This design comes from an exercise in tuning for small area and a short achievable clock period on the open sky130 flow, not from production work. At most, simulation tests tie the RTL to the original design; equivalence was not proved. Power is estimated from default activity; no workload was simulated.

Setup of job 8922:
// gelu_lut_module
module gelu_lut_module (
    input                       clk,
    input                       rst_n,
    input                       in_valid,
    input      signed [15:0]    in_data,
    output reg                  out_valid,
    output reg signed [10:0]    out_data
);
export LEC_CHECK = 0
export ABC_AREA = 1
export CAP_MARGIN = 20
export CORE_MARGIN = 2
export CORE_UTILIZATION = 40
export SETUP_SLACK_MARGIN = 2.6
export SLEW_MARGIN = 20
create_clock -name core_clock -period 5.0 [get_ports {clk}]
standard.sh (not shown) runs the stock make flow with config.mk's settings and CLKGATE_MAP_FILE= SYNTH_SCRIPT=/design/flow/synth_recipe.tcl, a recipe that flattens the netlist after the stock synthesis.
==> flow/flow/run.sh <==
#!/bin/bash
set -euo pipefail
bash standard.sh ADDER_MAP_FILE= finish > run_make.log 2>&1
For job 5524, these inputs were changed with respect to job 8922:
# job 8922
export LEC_CHECK = 0
export ABC_AREA = 1
export CAP_MARGIN = 20
export CORE_MARGIN = 2
export CORE_UTILIZATION = 40
export SETUP_SLACK_MARGIN = 2.6
export SLEW_MARGIN = 20
create_clock -name core_clock -period 5.0 [get_ports {clk}]
# job 5524
export LEC_CHECK = 0
export ABC_AREA = 0
export CAP_MARGIN = 20
export CORE_MARGIN = 2
export CORE_UTILIZATION = 40
export SLEW_MARGIN = 20
create_clock -name core_clock -period 5.0 [get_ports {clk}]
==> flow/run.sh (new file) <==
#!/bin/bash
# synth_recipe.tcl (not shown) runs the flow's synth.tcl, then flattens the netlist and writes it again
# the make line also repeats each setting of config.mk as NAME=value (left out here)
make -C /OpenROAD-flow-scripts/flow DESIGN_CONFIG=/design/flow/config.mk WORK_HOME=/design/flow/orfs CLKGATE_MAP_FILE= SYNTH_SCRIPT=/design/flow/synth_recipe.tcl finish
removed: flow/flow/run.sh
removed: flow/standard.sh
## What came out
No stage failed in job 5524, and the final checks on the layout all came back clean. Higher proportion of synthesized area in mux cells was reported by job 5524, not job 8922. The standard cells in job 5524 occupy less silicon area than those in job 8922 do. Side by side, share of the final layout cell area in sequential cells turned out higher in job 5524 than in job 8922. Going from job 8922 to job 5524, total area of sequential cells decreased 19 um^2; total number of vias went down; simple-gate share of the synthesized area went down; stage delay of the slowest cell on the critical path +50 ps; count of buffers added by post-CTS timing repair for setup dropped 13. Per the comparison of job 5524 with job 8922, cell count after placement moved down; non-clock buffer count moved down.
#### Input delta (job 9559 over job 5524)
# job 5524
export LEC_CHECK = 0
export ABC_AREA = 0
export CAP_MARGIN = 20
export CORE_MARGIN = 2
export CORE_UTILIZATION = 40
export SLEW_MARGIN = 20
create_clock -name core_clock -period 5.0 [get_ports {clk}]
# job 9559
export LEC_CHECK = 0
export ABC_AREA = 1
export CAP_MARGIN = 20
export CORE_MARGIN = 2
export CORE_UTILIZATION = 40
export SETUP_SLACK_MARGIN = 3.1
export SLEW_MARGIN = 20
create_clock -name core_clock -period 5.0 [get_ports {clk}]
==> flow/flow/run.sh (new file) <==
#!/bin/bash
set -euo pipefail
bash standard.sh ADDER_MAP_FILE= finish > run_make.log 2>&1
==> flow/standard.sh (new file) <==
#!/bin/bash
# synth_recipe.tcl (not shown) runs the flow's synth.tcl, then flattens the netlist and writes it again
# the make line also repeats each setting of config.mk as NAME=value (left out here)
make -C /OpenROAD-flow-scripts/flow DESIGN_CONFIG=/design/flow/config.mk WORK_HOME=/design/flow/orfs CLKGATE_MAP_FILE= SYNTH_SCRIPT=/design/flow/synth_recipe.tcl "${@:-finish}"
removed: flow/run.sh
### Flow results
Setup slack was lower in the run labelled job 5524.
Data arrival time at the worst-slack endpoint, job 9559 and job 5524: higher on job 5524
The main combinational cell family by area after synthesis comes out simple AND/OR/NAND/NOR gates in one run and compound AO/OA/AOI/OAI gates in the other, namely in job 9559 and job 5524 respectively.
Final design instance area without fill on job 9559 is up relative to job 5524.
Compared job 9559 vs job 5524, and overall power of the completed layout is up in job 9559.
Job 5524 completed end to end with timing, DRC and antenna clean.
Per the final summary, job 9559 finished and its layout is clean on timing, DRC and antenna.
On non-clock buffer contribution to total cell area, the higher figure sits with job 9559, not job 5524.
Against job 5524, job 9559 comes in about 120% higher on non-clock buffer count.
diff inputs: job 9559 => job 9287
# job 9559
export LEC_CHECK = 0
export ABC_AREA = 1
export CAP_MARGIN = 20
export CORE_MARGIN = 2
export CORE_UTILIZATION = 40
export SETUP_SLACK_MARGIN = 3.1
export SLEW_MARGIN = 20
create_clock -name core_clock -period 5.0 [get_ports {clk}]
# job 9287
export LEC_CHECK = 0
export ABC_AREA = 1
export CAP_MARGIN = 20
export CORE_MARGIN = 2
export CORE_UTILIZATION = 40
export SLEW_MARGIN = 20
create_clock -name core_clock -period 5.0 [get_ports {clk}]
Results
Job 9287 finished every step from synthesis to the final layout, and the layout passed the timing, DRC and antenna checks. Utilization job 9559 -> job 9287: down. The area of the multi-input gates in job 9287 sits 18% below the value recorded for job 9559. Job 9287 vs. job 9559: maximum VDD drop lost 19%, peak clock frequency supported by timing fell 69 MHz, required arrival time at the worst endpoint higher, post-detailed-placement half-perimeter wirelength picked up an extra about 2%, met2 wirelength from detailed routing dropped 23%. Compared with job 9559, in job 9287 minimum clock period after layout now larger, number of fillers in the final layout now larger.


Another version of the RTL of gelu_lut_module (not shown whole).
For scale: roughly 410 cells after synthesis, roughly 29 flip-flops, roughly 2400 µm² of cells after synthesis.
Design gelu_lut_module, start of the top module:
module gelu_lut_module (
    input                       clk,
    input                       rst_n,
    input                       in_valid,
    input      signed [15:0]    in_data,
    output reg                  out_valid,
    output     signed [10:0]    out_data
);
    reg         v1, s1;
    reg  [9:0]  m1;
    wire [5:0]  c;
    wire [9:0]  xa = in_data[9:0];
    wire [9:0]  lowor;
    genvar gi;
    generate for (gi = 0; gi < 10; gi = gi + 1) begin : g_or
        assign lowor[gi] = |xa[gi:0];
    end endgenerate
    wire [5:0]  pos_lo = s1 ? 6'd0 : m1[5:0];
    wire [4:0]  hi     = s1 ? 5'd0 : {1'b0, m1[9:6]};
    wire [6:0]  dlo    = {1'b0, pos_lo} - {1'b0, c};
    always @(posedge clk or negedge rst_n)
        if (!rst_n) begin v1 <= 1'b0; out_valid <= 1'b0; end
        else begin v1 <= in_valid; out_valid <= v1; end
    always @(posedge clk) begin
        s1 <= in_data[10];
        m1 <= xa ^ ({10{in_data[10]}} & {lowor[8:0], 1'b0});
    end
    reg  [5:0]  lo2;
    reg         b2;
    reg  [4:0]  hi2, hm2;
    always @(posedge clk) begin
        lo2 <= dlo[5:0];
        b2  <= dlo[6];
        hi2 <= hi;
        hm2 <= hi - 5'd1;
    end
    assign out_data = {b2 ? hm2 : hi2, lo2};
    gelu_c u_c (.a(m1), .y(c));
endmodule
clock: 5.0 ns
lec_check: 0
abc_area: 1
cap_margin: 70
core_margin: 2
core_utilization: 40
setup_slack_margin: 2.75
slew_margin: 70
tns_end_percent: 5
==> flow/flow/run.sh <==
#!/bin/bash
set -euo pipefail
args=()
while IFS= read -r line || [[ -n "$line" ]]; do
  [[ -z "$line" || "$line" == \#* ]] && continue
  args+=("$line")
done < flow/make_args.txt
bash standard.sh "${args[@]}" finish > run_make.log 2>&1
==> flow/flow/make_args.txt <==
ADDER_MAP_FILE=
BUFFER_PORTS_ARGS=-buffer_cell sky130_fd_sc_hd__buf_1
CTS_ARGS=-sink_clustering_enable -repair_clock_nets -dont_use_dummy_load
SETUP_MOVE_SEQUENCE=unbuffer,sizeup,swap
Change:
==> flow/flow/run.sh (replaced) <==
#!/bin/bash
set -euo pipefail
bash standard.sh ADDER_MAP_FILE= \
  "BUFFER_PORTS_ARGS=-buffer_cell sky130_fd_sc_hd__buf_1" \
  "CTS_ARGS=-sink_clustering_enable -repair_clock_nets -dont_use_dummy_load" \
  finish > run_make.log 2>&1
Settings changed: TNS_END_PERCENT 5 to unset.
removed: flow/flow/make_args.txt
Effect:
- global-route usage does not change
- sequential share of layout area decreases by 0.54 points
- design area increases by a few percent
- worst hold slack is about the same
- worst setup slack gets better by 0.053 ns


gelu_lut_module again, from the RTL that the note above started with.
==> flow/design.v (excerpt) <==
module gelu_lut_module (
    input                       clk,
    input                       rst_n,
    input                       in_valid,
    input      signed [15:0]    in_data,
    output reg                  out_valid,
    output     signed [10:0]    out_data
);
export LEC_CHECK = 0
export ABC_AREA = 1
export CAP_MARGIN = 70
export CORE_MARGIN = 2
export CORE_UTILIZATION = 40
export SETUP_SLACK_MARGIN = 2.65
export SLEW_MARGIN = 70
export TNS_END_PERCENT = 5
create_clock -name core_clock -period 5.0 [get_ports {clk}]
==> flow/flow/run.sh <==
#!/bin/bash
set -euo pipefail
bash standard.sh ADDER_MAP_FILE= \
  "BUFFER_PORTS_ARGS=-buffer_cell sky130_fd_sc_hd__buf_1" \
  "CTS_ARGS=-sink_clustering_enable -repair_clock_nets -dont_use_dummy_load" \
  finish > run_make.log 2>&1
The starting point ran to the end with no violations.
Then changed:
==> flow/flow/run.sh (replaced) <==
#!/bin/bash
set -euo pipefail
args=()
while IFS= read -r line || [[ -n "$line" ]]; do
  [[ -z "$line" || "$line" == \#* ]] && continue
  args+=("$line")
done < flow/make_args.txt
bash standard.sh "${args[@]}" finish > run_make.log 2>&1
==> flow/flow/make_args.txt (new file) <==
ADDER_MAP_FILE=
BUFFER_PORTS_ARGS=-buffer_cell sky130_fd_sc_hd__buf_1
CTS_ARGS=-sink_clustering_enable -repair_clock_nets -dont_use_dummy_load
CTS_ARGS=-buf_list sky130_fd_sc_hd__clkbuf_8 -root_buf sky130_fd_sc_hd__clkbuf_8 -dont_use_dummy_load
Wire length does not change; final cell count does not change; power is unchanged; worst setup slack is unchanged; maximum frequency stays the same; core utilization stays the same.
Then changed:
==> flow/flow/make_args.txt (replaced) <==
ADDER_MAP_FILE=
BUFFER_PORTS_ARGS=-buffer_cell sky130_fd_sc_hd__buf_1
CTS_ARGS=-sink_clustering_enable -repair_clock_nets -dont_use_dummy_load
CORE_UTILIZATION = 45   (was 40)
After rerunning:
- routed wire length came out higher by about 0.36%
- clock power shrinks by about 2%
- via count climbs by 3.4%
- non-clock buffer count rises by 7


== main ==
gelu_lut_module again, from the RTL that the note above started with.
## gelu_lut_module
module gelu_lut_module (
    input                       clk,
    input                       rst_n,
    input                       in_valid,
    input      signed [15:0]    in_data,
    output reg                  out_valid,
    output     signed [10:0]    out_data
);
Settings: LEC_CHECK=0, ABC_AREA=1, CAP_MARGIN=70, CORE_MARGIN=2, CORE_UTILIZATION=35, SETUP_SLACK_MARGIN=2.65, SLEW_MARGIN=70, TNS_END_PERCENT=5; clock period 5.0 ns.
==> flow/flow/run.sh <==
#!/bin/bash
set -euo pipefail
args=()
while IFS= read -r line || [[ -n "$line" ]]; do
  [[ -z "$line" || "$line" == \#* ]] && continue
  args+=("$line")
done < flow/make_args.txt
bash standard.sh "${args[@]}" finish > run_make.log 2>&1
==> flow/flow/make_args.txt <==
ADDER_MAP_FILE=
BUFFER_PORTS_ARGS=-buffer_cell sky130_fd_sc_hd__buf_1
CTS_ARGS=-sink_clustering_enable -repair_clock_nets -dont_use_dummy_load
For the feature branch, these inputs were changed with respect to main:
# main
export LEC_CHECK = 0
export ABC_AREA = 1
export CAP_MARGIN = 70
export CORE_MARGIN = 2
export CORE_UTILIZATION = 35
export SETUP_SLACK_MARGIN = 2.65
export SLEW_MARGIN = 70
export TNS_END_PERCENT = 5
create_clock -name core_clock -period 5.0 [get_ports {clk}]
# the feature branch
export LEC_CHECK = 0
export ABC_AREA = 1
export CAP_MARGIN = 70
export CORE_MARGIN = 2
export CORE_UTILIZATION = 40
export SETUP_SLACK_MARGIN = 2.7
export SLEW_MARGIN = 70
export TNS_END_PERCENT = 5
create_clock -name core_clock -period 5.0 [get_ports {clk}]
==> flow/flow/make_args.txt <==
ADDER_MAP_FILE=
BUFFER_PORTS_ARGS=-buffer_cell sky130_fd_sc_hd__buf_1
CTS_ARGS=-sink_clustering_enable -repair_clock_nets -dont_use_dummy_load
SETUP_MOVE_SEQUENCE=sizeup,swap,buffer
==> comparison <==
Taking main as the reference, in the feature branch share of total power in combinational logic rose 0.6 points; global-route track usage on met1 picked up an extra 4.7 points.
A category of the most critical setup path of flip-flop to flip-flop is what main shows, while flip-flop to output port belongs to the feature branch.
The core of the feature branch is more densely filled than that of main.
main → the feature branch: setup clock skew after layout saw an increase, total of plain and repair buffers excluding clock buffers saw an increase.
From main to the feature branch the numbers moved as follows: sequential power now sits higher, slew of the pin with the lowest slew margin now sits lower, final cell area excluding filler cells now sits higher, row count now sits lower.


Setup of the reference run:
Another version of the RTL of gelu_lut_module (not shown whole).
For scale: ~420 cells after synthesis, about 23 flip-flops.
==> flow/design.v (excerpt) <==
module gelu_lut_module (
    input                       clk,
    input                       rst_n,
    input                       in_valid,
    input      signed [15:0]    in_data,
    output reg                  out_valid,
    output     signed [10:0]    out_data
);
==> flow/config.mk <==
export PLATFORM = sky130hd
export DESIGN_NAME = gelu_lut_module
export DESIGN_NICKNAME = gelu_lut_module
export VERILOG_FILES = /design/flow/design.v
export SDC_FILE = /design/flow/constraint.sdc
export NUM_CORES = 4
export LEC_CHECK = 0
export ABC_AREA = 1
export CAP_MARGIN = 70
export CORE_MARGIN = 2
export CORE_UTILIZATION = 40
export SETUP_SLACK_MARGIN = 2.75
export SLEW_MARGIN = 70
export TNS_END_PERCENT = 5
==> flow/constraint.sdc <==
create_clock -name core_clock -period 5.0 [get_ports {clk}]
set_input_delay 1.0000 -clock core_clock [delete_from_list [all_inputs] [get_ports {clk}]]
set_output_delay 1.0000 -clock core_clock [all_outputs]
set_load 0.01 [all_outputs]
==> flow/flow/run.sh <==
#!/bin/bash
set -euo pipefail
bash standard.sh ADDER_MAP_FILE= \
  "BUFFER_PORTS_ARGS=-buffer_cell sky130_fd_sc_hd__buf_1" \
  "CTS_ARGS=-sink_clustering_enable -repair_clock_nets -dont_use_dummy_load" \
  finish > run_make.log 2>&1
In summary, the reference run completed successfully, with a layout that passed the timing, DRC and antenna checks.
Relative to the reference run, the following input files were edited for the trial run:
# the reference run
export LEC_CHECK = 0
export ABC_AREA = 1
export CAP_MARGIN = 70
export CORE_MARGIN = 2
export CORE_UTILIZATION = 40
export SETUP_SLACK_MARGIN = 2.75
export SLEW_MARGIN = 70
export TNS_END_PERCENT = 5
create_clock -name core_clock -period 5.0 [get_ports {clk}]
# the trial run
export LEC_CHECK = 0
export ABC_AREA = 1
export CAP_MARGIN = 70
export CORE_MARGIN = 2
export CORE_UTILIZATION = 40
export SLEW_MARGIN = 70
create_clock -name core_clock -period 5.0 [get_ports {clk}]
Notes after the runs:
- Compared to the reference run, the trial run has part of the cycle the worst path needs 6.6 points higher.
- On clock power share, the higher figure sits with the trial run, not the reference run.
- Share of cell area taken by flip-flops and latches in the trial run is 2.8 points above the reference run.
- The trial run finished every step from synthesis to the final layout, and the layout passed the timing, DRC and antenna checks.
- On timing-limited maximum frequency, the trial run does worse than the reference run.
- Wire length the detailed router placed on met1 of the trial run falls short of that of the reference run by a few percent.
- The reference run → the trial run: total wirelength of the detailed-routed design fell by about 9%; post-route cell area fell by about 17%.
- Re fraction of power consumed by combinational cells: the reference run and the trial run aren't equal, and the higher value belongs to the reference run.
- q[4] as the end point of the critical path was reported by the trial run, and q[2] by the reference run.
- The area used by sequential logic in the layout of the trial run falls short of that of the reference run by 15 um2.
- Of the reference run and the trial run, the higher power share of the sequential group belongs to the trial run.
- | synthesis-to-finish area growth | lower: the trial run |
No run of this note included a check of the RTL's function; only the layout flow was run.


gelu_lut_module with an RTL version that a note above also has.
Size: ~410 cells after synthesis, about 2400 sq um of cells after synthesis.
Settings: LEC_CHECK=0, ABC_AREA=1, CAP_MARGIN=70, CORE_MARGIN=2, CORE_UTILIZATION=40, SETUP_SLACK_MARGIN=2.7, SLEW_MARGIN=70, TNS_END_PERCENT=5; clock period 5.0 ns.
==> flow/flow/run.sh <==
#!/bin/bash
set -euo pipefail
args=()
while IFS= read -r line || [[ -n "$line" ]]; do
  [[ -z "$line" || "$line" == \#* ]] && continue
  args+=("$line")
done < flow/make_args.txt
bash standard.sh "${args[@]}" finish > run_make.log 2>&1
==> flow/flow/make_args.txt <==
ADDER_MAP_FILE=
BUFFER_PORTS_ARGS=-buffer_cell sky130_fd_sc_hd__buf_1
CTS_ARGS=-sink_clustering_enable -repair_clock_nets -dont_use_dummy_load
SKIP_LAST_GASP=1
Next try:
--- a/flow/flow/make_args.txt
+++ b/flow/flow/make_args.txt
@@ -4 +4 @@
-SKIP_LAST_GASP=1
+CTS_ARGS=-sink_clustering_enable -sink_clustering_size 30 -sink_clustering_max_diameter 150 -sink_clustering_levels 1 -buf_list sky130_fd_sc_hd__clkbuf_16 -root_buf sky130_fd_sc_hd__clkbuf_16 -dont_use_dummy_load
--- a/flow/config.mk
+++ b/flow/config.mk
@@ -12 +12 @@
-export SETUP_SLACK_MARGIN = 2.7
+export SETUP_SLACK_MARGIN = 2.65
Result: The new run went through all stages and came out clean. Non-clock buffer count falls by 6. Utilization drops by 0.22 points. Final area came out lower by 0.45%. Clock skew went down by 6.2 ps.
Next try:
==> flow/flow/run.sh (replaced) <==
#!/bin/bash
set -euo pipefail
bash standard.sh ADDER_MAP_FILE= \
  "BUFFER_PORTS_ARGS=-buffer_cell sky130_fd_sc_hd__buf_1" \
  "CTS_ARGS=-sink_clustering_enable -repair_clock_nets -dont_use_dummy_load" \
  finish > run_make.log 2>&1
--- a/flow/config.mk
+++ b/flow/config.mk
@@ -11,2 +11,2 @@
-export CORE_UTILIZATION = 40
-export SETUP_SLACK_MARGIN = 2.65
+export CORE_UTILIZATION = 70
+export PLACE_DENSITY = 0.8
@@ -14 +13,0 @@
-export TNS_END_PERCENT = 5
removed: flow/flow/make_args.txt
Sequential share of layout area went up by 1.7 points. Cell area goes down by roughly a tenth. Die area is lower by well over a third. Sequential cell count is unchanged. Cell count fell by a few percent. Wire length decreases by a few percent. Register-to-register slack is worse by 320 ps. Worst hold slack improves by 7.1 ps. Synthesized cell count is unchanged.
Next try:
==> flow/flow/run.sh (replaced) <==
#!/bin/bash
set -euo pipefail
rm -rf orfs_scripts
cp -r "$FLOW_HOME/scripts" orfs_scripts
cp flow/abc_area.script orfs_scripts/abc_area.script
args=()
while IFS= read -r line || [[ -n "$line" ]]; do
  [[ -z "$line" || "$line" == \#* ]] && continue
  args+=("$line")
done < flow/make_args.txt
bash standard.sh "SCRIPTS_DIR=$PWD/orfs_scripts" "${args[@]}" finish > run_make.log 2>&1
==> flow/flow/abc_area.script (new file) <==
strash; dch; map -a; topo; stime -c; buffer -c; upsize -c; dnsize -c
==> flow/flow/make_args.txt (new file) <==
ADDER_MAP_FILE=
BUFFER_PORTS_ARGS=-buffer_cell sky130_fd_sc_hd__buf_1
CTS_ARGS=-sink_clustering_enable -repair_clock_nets -dont_use_dummy_load
--- a/flow/config.mk
+++ b/flow/config.mk
@@ -11,2 +11,2 @@
-export CORE_UTILIZATION = 70
-export PLACE_DENSITY = 0.8
+export CORE_UTILIZATION = 40
+export SETUP_SLACK_MARGIN = 2.7
@@ -13,0 +14 @@
+export TNS_END_PERCENT = 5
Outcome: Via count falls by 15%. Die area rises by 71%. Final cell count falls by 8.2%. Setup slack degrades by 130 ps. Clock skew falls by 9.3 ps. Count of clock-buffer cells in the layout stays the same.
Next try:
==> flow/flow/run.sh (replaced) <==
#!/bin/bash
set -euo pipefail
args=()
while IFS= read -r line || [[ -n "$line" ]]; do
  [[ -z "$line" || "$line" == \#* ]] && continue
  args+=("$line")
done < flow/make_args.txt
bash standard.sh "${args[@]}" finish > run_make.log 2>&1
--- a/flow/config.mk
+++ b/flow/config.mk
@@ -9 +9 @@
-export CAP_MARGIN = 70
+export CAP_MARGIN = 75
@@ -12,2 +12,2 @@
-export SETUP_SLACK_MARGIN = 2.7
-export SLEW_MARGIN = 70
+export SETUP_SLACK_MARGIN = 2.6
+export SLEW_MARGIN = 75
removed: flow/flow/abc_area.script
Result: The changed run completed with no timing, DRC or antenna violations. Worst hold slack improves by 12 ps. Non-clock buffer count falls by 4. Setup slack is better by 360 ps. Total power came out lower by about 2.8%. Register-to-register slack gains 360 ps. Final cell count goes up by about 15%. Maximum frequency rises by 16%. Synthesized cell count goes up by about 21%. Combinational power shrinks by 5.8%. Critical path depth went down by 1. Via count came out higher by 12%.
Next try:
--- a/flow/config.mk
+++ b/flow/config.mk
@@ -9 +9 @@
-export CAP_MARGIN = 75
+export CAP_MARGIN = 70
@@ -12,2 +12,2 @@
-export SETUP_SLACK_MARGIN = 2.6
-export SLEW_MARGIN = 75
+export SETUP_SLACK_MARGIN = 2.55
+export SLEW_MARGIN = 70
The changed run ran to the end with no violations.
Core utilization went down by 0.31 points.
Design area went down slightly.
Routed wire length is about the same.
Fmax went down by a few percent.
Hold slack hardly moves.

## static timing again, ports no longer ideal
No port has a modelled driver above. Below, the same layouts with a new extraction and two added sets of constraints.
Step 1 assumes that a clkbuf_16 drives the clock port and a buf_2 every other input.
Step 2 also shifts input and output timing later by t, the mid clock arrival at the registers, as if the neighbouring blocks saw the same clock.
a / b / c = no drivers / after step 1 / after step 2; a / b = the first two.
| run | t (ns) | setup WS [ns] | worst setup path at the end |
|---|---|---|---|
| job 8922 | 0.302 | 2.749 / 2.749 / 2.472 | input to register |
| job 5524 | 0.292 | 0.794 / 0.794 / 0.794 | register to register |
| job 9559 | 0.295 | 2.718 / 2.718 / 2.718 | register to register |
| job 9287 | 0.303 | 2.292 / 2.292 / 2.119 | input to register |
| the first run of note 2 | 0.295 | 2.806 / 2.779 / 2.625 | input to register |
| the second run of note 2 | 0.294 | 2.859 / 2.847 / 2.695 | input to register |
| the first run of note 3 | 0.293 | 2.809 / 2.781 / 2.627 | input to register |
| the second run of note 3 | 0.293 | 2.809 / 2.781 / 2.627 | input to register |
| the third run of note 3 | 0.295 | 2.809 / 2.783 / 2.653 | input to register |
| main | 0.295 | 2.778 / 2.778 / 2.679 | input to register |
| the feature branch | 0.295 | 2.806 / 2.778 / 2.626 | input to register |
| the reference run | 0.290 | 2.765 / 2.765 / 2.684 | input to register |
| the trial run | 0.292 | 2.435 / 2.435 / 2.435 | register to register |
| the first run of note 6 | 0.295 | 2.806 / 2.779 / 2.627 | input to register |
| the second run of note 6 | 0.296 | 2.817 / 2.785 / 2.622 | input to register |
| the third run of note 6 | 0.348 | 2.545 / 2.545 / 2.545 | register to register |
| the fourth run of note 6 | 0.297 | 2.419 / 2.419 / 2.419 | register to register |
| the fifth run of note 6 | 0.300 | 2.775 / 2.766 / 2.653 | input to register |
| the sixth run of note 6 | 0.294 | 2.721 / 2.721 / 2.625 | input to register |
After both steps setup and hold are still met in every run listed. For job 8922, which loses most, drivers alone change the setup slack by 0.000 ns; drivers and shift together by -0.277 ns.
